This is an optimization exercise on Yosys and OpenROAD, whose aim is small area, a short achievable clock period and few clock cycles per item, not a production implementation. Function was checked by simulation only, so behaviour that the tests miss may differ from the original. Power figures rest on the tool's default switching activity, not on a simulated workload.

harbor:
// rs_mul
module rs_mul
#(
    parameter int RS_COUNT = 2,
    parameter ROB_DEPTH = 32,
    parameter TAG_LEN = $clog2(ROB_DEPTH) - 1
)(
    input logic clk,
    input logic rst,branch_mispredicted,
    input logic [TAG_LEN:0] cdb_tag1,cdb_tag2, cdb_tag3,cdb_tag4,
    input logic [31:0] cdb_result1,cdb_result2,cdb_result3,cdb_result4,
    input logic update_add,update_rob,update_lsq,update_bp,
    input logic dis_valid,
    input logic [1:0] dis_rs_type,
    input logic [4:0] dis_aluop,
    input logic dis_rs1_rdy, dis_rs2_rdy,
    input logic [TAG_LEN:0] dis_Qj, dis_Qk, dis_rob_num,
    input logic [31:0] dis_rs1_data, dis_rs2_data,
    output logic mul_rdy,mul_full,
    output logic [TAG_LEN:0] rob_num_mul,
    output  logic [31:0] rs1m,rs2m,
    output logic [31:0] result_mul
);
Settings: LEC_CHECK=0, ABC_AREA=1, CAP_MARGIN=40, CORE_MARGIN=2, CORE_UTILIZATION=40, SLEW_MARGIN=40; clock period 10.0 ns.
standard.sh (not shown) runs the stock make flow with config.mk's settings and CLKGATE_MAP_FILE= SYNTH_SCRIPT=/design/flow/synth_recipe.tcl, a recipe that flattens the netlist after the stock synthesis.
==> flow/flow/run.sh <==
#!/bin/bash
# Own layout flow: the standard synthesis unchanged, then the standard ORFS layout with
#  - port buffers of the plain sky130_fd_sc_hd__buf_2 cell.
# Each step's full output goes to a log file in this folder (ORFS's own logs are under orfs/logs).
set -euo pipefail
bash standard.sh synth > flow_synth.log 2>&1
bash standard.sh SETUP_SLACK_MARGIN=6 "BUFFER_PORTS_ARGS=-buffer_cell sky130_fd_sc_hd__buf_2" finish > flow_layout.log 2>&1
Testbench counts of harbor, summed over its fixed seeds: cycles 6,453, items 1,840.
Here is what was changed in the inputs of delta compared with harbor.
-- flow/design.v --
<<< harbor, line 52
logic [32:0]   M;            
logic          e_an;         
logic [34:0]   D;            
logic [63:0]   S, C;         
logic          e_last;       
>>> delta, line 52
logic [32:0]   M;            
logic          e_an;         
logic [36:0]   D;            
logic [63:0]   S, C;         
logic          e_last;       
<<< harbor, line 226
assign l3  = csa(l2a[63:0], l2a[127:64], l2b[63:0]);
assign l4  = csa(l3[63:0], l3[127:64], l2b[127:64]);
logic [34:0] trial;
assign trial = {3'b0, S[31:0]} + (e_bn ? D : ~D) + {34'd0, ~e_bn};
logic dbit;
assign dbit = ~trial[34];
logic [6:0] a_sd;
assign a_sd = {1'b0, e_bla} + {6'd0, e_an} - {1'b0, e_blb};
logic [5:0] a_s;
assign a_s = (a_sd[6] | e_dz) ? 6'd0 : a_sd[5:0];
logic [34:0] dsh;
assign dsh = {{3{e_bn & xb[31]}}, xb} << a_s;
logic [63:0] psum;
assign psum = S + C;
>>> delta, line 226
assign l3  = csa(l2a[63:0], l2a[127:64], l2b[63:0]);
assign l4  = csa(l3[63:0], l3[127:64], l2b[127:64]);
logic [36:0] dX, tR, t1, t2a, t2b, x3s, x3c;
assign dX  = {D[35:0], ~e_bn};                     
assign tR  = {5'b0, S[31:0]};
assign x3s = tR ^ dX ^ D;
assign x3c = {(tR[35:0] & dX[35:0]) | (tR[35:0] & D[35:0]) | (dX[35:0] & D[35:0]), ~e_bn};
assign t1  = tR + dX + {36'd0, ~e_bn};             
assign t2a = x3s + x3c + {36'd0, ~e_bn};           
assign t2b = tR + D + {36'd0, ~e_bn};              
logic qh, ql;
assign qh = ~t1[36];
assign ql = qh ? ~t2a[36] : ~t2b[36];
logic [31:0] rnext;
assign rnext = qh ? (ql ? t2a[31:0] : t1[31:0]) : (ql ? t2b[31:0] : S[31:0]);
logic [6:0] a_sd;
assign a_sd = {1'b0, e_bla} + {6'd0, e_an} - {1'b0, e_blb};
logic [5:0] a_s;
assign a_s = (a_sd[6] | e_dz) ? 6'd0 : {a_sd[5:1], 1'b0};    
logic [36:0] dsh;
assign dsh = {{5{e_bn & xb[31]}}, xb} << a_s;
logic [63:0] psum;
assign psum = S + C;
<<< harbor, line 247
        el_n = ~popc[2] & (p_mn1 == 2'd0);    
    else if (e_busy & ~e_last)
        el_n = e_align ? (a_s == 6'd0) : (e_cnt == 6'd1);
    else
        el_n = 1'b0;
>>> delta, line 256
        el_n = ~popc[2] & (p_mn1 == 2'd0);    
    else if (e_busy & ~e_last)
        el_n = e_align ? (a_s == 6'd0) : (e_cnt == (e_div ? 6'd2 : 6'd1));
    else
        el_n = 1'b0;
<<< harbor, line 287
            if (e_align) begin
                S <= {{32{e_dz}}, M[31:0] + {31'd0, e_an}};
                D <= dsh;
                e_cnt <= a_s;
                e_align <= 1'b0;
            end else begin
                S <= {S[62:32], dbit, dbit ? trial[31:0] : S[31:0]};
                D <= {D[34], D[34:1]};
                e_cnt <= e_cnt - 6'd1;
            end
        end else begin
>>> delta, line 296
            if (e_align) begin
                S <= {{32{e_dz}}, M[31:0] + {31'd0, e_an}};
                D <= e_bn ? dsh : ~dsh;
                e_cnt <= a_s;
                e_align <= 1'b0;
            end else begin
                S <= {S[61:32], qh, ql, rnext};
                D <= {{2{D[36]}}, D[36:2]};
                e_cnt <= e_cnt - 6'd2;
            end
        end else begin
Notes after the runs:
- delta reached the final stage; the timing, DRC and antenna checks on its layout passed.
- The final layout from harbor, which completed every stage, passed the timing, DRC and antenna checks at the end of the flow.
- Fraction of power consumed by combinational cells: delta vs harbor up 0.4 points
- Comparing the two runs side by side, delta comes out behind harbor on routed wire length.
- Min post-synth net total across delta and harbor: harbor
- Compared with harbor, delta shows a post-synthesis area per instance that is 0.12 um2 lower.
- The higher met1 track demand over resource in global routing of delta and harbor is in harbor.
- Largest fanout on the critical path: higher on harbor
- [compare] base=harbor new=delta: synthesized area increased by 7.8% relative to the old numbers; core area increased by 11000 um2 relative to the old numbers; power decreased by 0.41 mW relative to the old numbers; amount of wire on met2 after detailed routing increased by about 11% relative to the old numbers.
- From harbor to delta the numbers moved as follows: signed area change from the synthesized netlist to the final layout picked up an extra 3.0 points; via count of the first global-routing pass picked up an extra 9.2%; time the worst path needs with I/O delays and setup increased 0.12 ns; clock distribution area overhead in the final layout down 0.50 points.
Testbench counts of delta, summed over its fixed seeds: cycles 5,405, items 1,840.

Another version of the RTL of rs_mul (not shown whole).
Size: roughly 7,400 cells after synthesis, ~57,000 sq um of cells after synthesis.
export LEC_CHECK = 0
export ABC_AREA = 1
export CAP_MARGIN = 40
export CORE_MARGIN = 2
export CORE_UTILIZATION = 40
export SLEW_MARGIN = 40
create_clock -name core_clock -period 10.0 [get_ports {clk}]
Scripts as last shown in full above: flow/flow/run.sh
The first run produced a clean layout.
Testbench counts at the start, summed over its fixed seeds: cycles 5,405, items 1,840.
==> next run, changes <==
--- a/flow/design.v
+++ b/flow/design.v
@@ -49,25 +49,27 @@
 logic          e_dz;         
 logic          e_triv;       
 logic [5:0]    e_bla, e_blb;  
 logic [32:0]   M;            
 logic          e_an;         
 logic [63:0]   S, C;         
 logic [36:0]   D;            
 assign D = C[36:0];
 logic          e_last;       
+logic          e_freed;      
+logic          e_fr;         
 assign mul_rdy     = out_valid;
 assign rob_num_mul = out_rob;
 assign result_mul  = out_res;
 assign rs1m        = out_a;
 assign rs2m        = out_b;
 logic [NE-1:0] freeing;
-always_comb for (int i = 0; i < NE; i++) freeing[i] = e_last & (e_idx == IW'(i));
+always_comb for (int i = 0; i < NE; i++) freeing[i] = e_fr & (e_idx == IW'(i));
 logic [NE-1:0] avail;
 assign avail = ~busy | freeing;
 logic full_r;        
 assign mul_full = full_r;
 logic [NE-1:0] alloc;
 always_comb begin
     alloc = '0;
     for (int i = NE-1; i >= 0; i--) if (avail[i]) alloc = NE'(1) << i;
 end
@@ -728,25 +730,26 @@
     dsh = {{5{e_bn & xb[31]}}, xb} ^ {37{fill}};
     for (int k = 1; k < 6; k++)
         if (a_s[k]) dsh = (dsh << (1 << k)) | ({37{fill}} & ((37'd1 << (1 << k)) - 37'd1));
 end
 logic [63:0] psum;
 assign psum = S + C;
 logic [31:0] wdiv;
 assign wdiv = ((w_hi ? S[63:32] : S[31:0]) ^ {32{w_neg}}) + {31'd0, w_neg};
 assign e_last = e_busy & (e_align ? e_triv : (e_cnt == 6'd0));
+assign e_fr = e_busy & ~e_freed & (e_last | e_align | (~e_div & (e_cnt == 6'd1)));
 logic          el_n;
 logic [NE-1:0] freeing_n;
 always_comb begin
     if (can_issue)
-        el_n = ~popc[2] & (p_mn1 == 2'd0);    
+        el_n = popc[2] | ~p_mn1[1];
     else if (e_busy & ~e_last)
-        el_n = e_align ? (a_s == 6'd0) : (e_cnt == (e_div ? 6'd2 : 6'd1));
+        el_n = ~e_div & (e_cnt == 6'd2);
     else
         el_n = 1'b0;
     for (int i = 0; i < NE; i++)
         freeing_n[i] = el_n & ((can_issue ? nxt_sel : e_idx) == IW'(i));
 end
 always_ff @(posedge clk) begin
     for (int i = 0; i < NE; i++) begin
         if (alloc[i]) begin
             opc[i] <= dis_opc;
@@ -762,22 +765,26 @@
     end
     r1 <= r1_n;
     r2 <= r2_n;
     if (w_valid) begin
         out_res <= w_div ? wdiv : (w_hi ? psum[63:32] : psum[31:0]);
         out_a   <= w_a;
         out_b   <= w_b;
         out_rob <= w_rob;
     end
-    if (e_last) begin
+    if (e_fr) begin
         w_a   <= xa;
         w_b   <= xb;
         w_rob <= rob[e_idx];
+    end
+    if (e_fr) e_freed <= 1'b1;
+    if (can_issue) e_freed <= 1'b0;
+    if (e_last) begin
         w_div <= e_div;
         w_hi  <= e_hi;
         w_neg <= e_neg;
     end
     if (e_busy) begin
         if (e_div) begin
             if (e_align) begin
                 S <= {{32{e_dz}}, M[31:0] + {31'd0, e_an}};
                 C[36:0] <= dsh;
Effect: Worst setup slack got worse by 270 ps. Combinational power goes up slightly. Clock-buffer cell count goes down by 8. First-iteration DRC count goes up by a little under a tenth. Via count goes up slightly. Non-clock buffer count goes down by 48. Power goes up slightly. Sequential cell count goes up by 1. Design area goes down slightly.
Testbench counts after the change, summed over its fixed seeds: cycles 5,196, items 1,840.

==> port drivers added, routing unchanged <==
Ports are ideal in the flow. The routed layouts listed here were re-timed in OpenROAD. Step 1 assumes that a clkbuf_16 drives the clock port and a buf_2 every other input. Step 2 also shifts input and output timing later by t, the mid clock arrival at the registers, as if the neighbouring blocks saw the same clock. Slacks: ideal / step 1 / step 2; pairs: ideal / step 1.
| run | t (ns) | setup WS [ns] | hold slack, ns | latest minus earliest clock arrival (ns) | pins driven straight from the clock port |
|---|---|---|---|---|---|
| harbor | 0.780 | 5.884 / 5.891 / 5.176 | 0.417 / 0.417 / 0.417 | 0.045 / 0.045 | 1 |
| delta | 0.793 | 5.763 / 5.763 / 5.190 | 0.413 / 0.413 / 0.413 | 0.062 / 0.062 | 1 |
| the first run of note 2 | 0.763 | 5.776 / 5.776 / 5.272 | 0.416 / 0.416 / 0.416 | 0.070 / 0.070 | 1 |
| the second run of note 2 | 0.760 | 5.503 / 5.503 / 5.248 | 0.417 / 0.417 / 0.417 | 0.062 / 0.062 | 1 |
After both steps every run listed still meets setup and hold. The setup slack of harbor, which loses most, moves by +0.007 ns with the drivers and by -0.708 ns with both steps.
